Source: an optimization exercise on an open RTL-to-GDS flow (aim: small area). Production flows keep margins and buffers that such runs may drop.
Function was checked by simulation only, so behaviour that the tests miss may differ from the original.
Power figures rest on the tool's default switching activity, not on a simulated workload.

## v6
## modbus_rtu_master
module modbus_rtu_master (
	input         clk,
	input         reset,
	input         RX,
	input  [15:0] data_300_1,
	input  [15:0] data_301_1,
	input  [15:0] data_302_1,
	input  [15:0] data_303_1,
	input  [15:0] data_304_1,
	input  [15:0] data_305_1,
	input  [15:0] data_306_1,
	input  [15:0] data_307_1,
	input  [15:0] data_308_1,
	input  [15:0] data_309_1,
	input  [15:0] data_300_2,
	input  [15:0] data_301_2,
	input  [15:0] data_302_2,
	input  [15:0] data_303_2,
	input  [15:0] data_304_2,
	input  [15:0] data_305_2,
	input  [15:0] data_306_2,
	input  [15:0] data_307_2,
	input  [15:0] data_308_2,
	input  [15:0] data_309_2,
	output [15:0] data_340_1,
	output [15:0] data_341_1,
	output [15:0] data_342_1,
	output [15:0] data_343_1,
	output [15:0] data_344_1,
	output [15:0] data_345_1,
	output [15:0] data_346_1,
	output [15:0] data_347_1,
	output [15:0] data_348_1,
	output [15:0] data_349_1,
	output [15:0] data_340_2,
	output [15:0] data_341_2,
	output [15:0] data_342_2,
	output [15:0] data_343_2,
	output [15:0] data_344_2,
	output [15:0] data_345_2,
	output [15:0] data_346_2,
	output [15:0] data_347_2,
	output [15:0] data_348_2,
	output [15:0] data_349_2,
	output        TX,
	output        DE,
	output        connection,
	output [15:0] error_code,
	output [15:0] error_cnt
);
reg rx_meta, rx_syn;
always @(posedge clk) begin
	if (reset) begin
		rx_meta <= 1'b0;
		rx_syn  <= 1'b0;
	end
	else begin
		rx_meta <= RX;
		rx_syn  <= rx_meta;
	end
end
reg [4:0] f_pos, f_neg;
reg       rx_f;
always @(posedge clk) begin
	if (reset) begin
		f_pos <= 5'd0;
		f_neg <= 5'd0;
		rx_f  <= 1'b0;
	end
	else begin
		if (rx_syn) begin
			f_neg <= 5'd0;
			f_pos <= f_pos + 5'd1;
		end
		else begin
			f_neg <= f_neg + 5'd1;
			f_pos <= 5'd0;
		end
		if (f_pos > 5'd20) begin
			rx_f  <= 1'b1;
			f_pos <= 5'd20;
		end
		if (f_neg > 5'd20) begin
			rx_f  <= 1'b0;
			f_neg <= 5'd20;
		end
	end
end
reg        DE_r;
wire       urx_rst = reset | DE_r;
reg  [3:0] urx_st;
reg        urx_prev, urx_run, update_rx;
reg  [7:0] rxb;
reg  [15:0] crc;
reg        crc_init, crc_act;
reg  [2:0] crc_k;
reg  [3:0] rs;
reg  [7:0] adr_rx, n_data, data_hi;
reg  [6:0] nod;
reg  [2:0] ack_cnt;
reg        lo_ok, crc_validate, reset_crc_rx, answer, rprev0, rprev1, sm, ss;
  ...
export LEC_CHECK = 0
export CAP_MARGIN = 20
export CORE_MARGIN = 2
export CORE_UTILIZATION = 57
export GPL_TIMING_DRIVEN = 0
export SLEW_MARGIN = 25
create_clock -name core_clock -period 12.5 [get_ports {clk}]
standard.sh (not shown) runs the stock make flow with config.mk's settings and CLKGATE_MAP_FILE= SYNTH_SCRIPT=/design/flow/synth_recipe.tcl, a recipe that flattens the netlist after the stock synthesis.
==> flow/flow/run.sh <==
#!/bin/bash
set -euo pipefail
export BUFFER_PORTS_ARGS="-buffer_cell sky130_fd_sc_hd__buf_1"
export CTS_ARGS="-sink_clustering_enable -repair_clock_nets -dont_use_dummy_load -buf_list {sky130_fd_sc_hd__clkbuf_8} -sink_clustering_size 15 -sink_clustering_max_diameter 60"
bash standard.sh finish > standard_sh.log 2>&1
#### Input delta (v7 over v6)
--- a/flow/design.v
+++ b/flow/design.v
@@ -84,24 +84,23 @@
 			rx_f  <= 1'b0;
 			f_neg <= 5'd20;
 		end
 	end
 end
 reg        DE_r;
 wire       urx_rst = reset | DE_r;
 reg  [3:0] urx_st;
 reg        urx_prev, urx_run, update_rx;
 reg  [7:0] rxb;
 reg  [15:0] crc;
-reg        crc_init, crc_act;
-reg  [2:0] crc_k;
+reg        crc_init, crc_pend;
 reg  [3:0] rs;
 reg  [7:0] adr_rx, n_data, data_hi;
 reg  [6:0] nod;
 reg  [2:0] ack_cnt;
 reg        lo_ok, crc_validate, reset_crc_rx, answer, rprev0, rprev1, sm, ss;
 reg  [15:0] error_code_r, error_cnt_r;
 reg        connection_r;
 reg [17:0] tC;
 reg        tR;
 reg  [4:0] ts;
 reg        start_tx, start_delay, sdd, tprev0, tprev1, sel;
@@ -151,54 +150,48 @@
 			default: urx_st <= 4'd0;
 		endcase
 	end
 end
 wire urx_sample = !urx_rst && urx_st >= 4'd2 && urx_st <= 4'd9 && urx_cnt == 7'd0;
 wire reset_crc_tx = ts >= 5'd10 && ts <= 5'd13 || ts >= 5'd20;
 wire reset_eff = DE_r ? reset_crc_tx : reset_crc_rx;
 wire rx_edge   = update_rx && !rprev1;
 wire rx_ev     = rx_edge && !reset_crc_rx;
 wire utx_bit   = utx_st >= 4'd2 && utx_st <= 4'd9;
 wire tx_step   = DE_r && utx_bit && utx_cnt == 7'd0;
-wire do_step   = !reset_eff && (crc_act || tx_step);
+wire rx_step   = crc_pend && urx_sample;
+wire do_step   = !reset_eff && (rx_step || tx_step);
 reg  [7:0] cur_byte;
 wire [2:0] utx_idx = utx_st[2:0] - 3'd2;
 wire tx_bit    = cur_byte[utx_idx];
-wire sbit      = crc_act ? rxb[0] : tx_bit;
+wire sbit      = crc_pend ? rxb[0] : tx_bit;
 wire [15:0] cb = crc_init ? 16'hFFFF : crc;
 wire [15:0] cn = {1'b0, cb[15:1]} ^ ((cb[0] ^ sbit) ? 16'hA001 : 16'h0000);
 always @(posedge clk) begin
 	if (reset || reset_eff) begin
 		crc_init <= 1'b1;
-		crc_act  <= 1'b0;
+		crc_pend <= 1'b0;
 	end
 	else begin
-		if (rx_ev) begin
-			crc_act <= 1'b1;
-			crc_k   <= 3'd0;
-		end
-		else if (crc_act) begin
-			crc_k <= crc_k + 3'd1;
-			if (crc_k == 3'd7) crc_act <= 1'b0;
-		end
+		if (rx_ev)
+			crc_pend <= 1'b1;
+		else if (rx_step && urx_st == 4'd9)
+			crc_pend <= 1'b0;
 		if (do_step) crc_init <= 1'b0;
 	end
 end
 always @(posedge clk) begin
 	if (do_step) crc <= cn;
 end
 always @(posedge clk) begin
-	if (urx_sample)
-		rxb <= {rx_f, rxb[7:1]};
-	else if (do_step && crc_act)
-		rxb <= {rxb[0], rxb[7:1]};
+	if (urx_sample) rxb <= {rx_f, rxb[7:1]};
 end
 localparam [3:0] R_IDLE = 4'd0, ID_DEF = 4'd1, FUNC_DEF = 4'd2,
                  ERROR_0 = 4'd3, ERROR_1 = 4'd4, ERROR_2 = 4'd5, ACK = 4'd6,
                  READ_0 = 4'd7, READ_1 = 4'd8, READ_2 = 4'd9, READ_3 = 4'd10,
                  READ_4 = 4'd11, READ_5 = 4'd12;
 wire symb_clr   = rx_edge && rs >= FUNC_DEF && rs <= READ_4;
 wire main_fire  = tR && tC[16] && tC[13] && tC[12] && tC[11] && tC[7] && !tC[0];
 wire symb_fire  = !tR && tC[17] && tC[16] && tC[15] && tC[13] && tC[11] && tC[8] && tC[7] && !tC[0];
 wire delay_done = &tC[12:8] && tC[6];
 wire t_keep = sm ? tR : ss ? !tR : 1'b1;
 wire t_clr  = sm ? 1'b0 : ss ? symb_clr : !(start_delay && !delay_done);
Findings:
In v7 relative to v6, via count of the first global-routing pass had gone up slightly. [compare] base=v6 new=v7: design area has decreased; core utilization has remained practically unchanged; number of filler cells placed in the layout has decreased. What v7 reported for achievable frequency has to be multiplied by 1.06 to get the figure for v6. v7 ended up with a lower combinational power than v6 did. On combinational share of power, v6 tracks v7 almost exactly.

-- what the ideal ports hide --
The flow's constraints put no driver on any port. The routed layouts listed below were extracted and timed again, unchanged, in two steps. Step 1 sets driving cells, clkbuf_16 on the clock port and buf_2 on the other inputs (assumed; they add their load-dependent delay and slew). Step 2 moves the port delays by t, midway between the first and last clock arrival at a register: inputs arrive t later, outputs are due t later. That takes back most of the time a late clock gives input paths. Three values: ideal ports, drivers, drivers and shift; two values: the first two.
run | t, ns | setup slack, ns | hold slack, ns | cell pins on the clock port's net
v6 | 0.682 | 7.526 / 7.558 / 6.876 | 0.444 / 0.444 / 0.444 | 1
v7 | 0.692 | 7.226 / 7.184 / 6.492 | 0.430 / 0.430 / 0.430 | 1
After both steps setup and hold are still met in every run listed. The setup slack of v7, which loses most, moves by -0.042 ns with the drivers and by -0.734 ns with both steps.
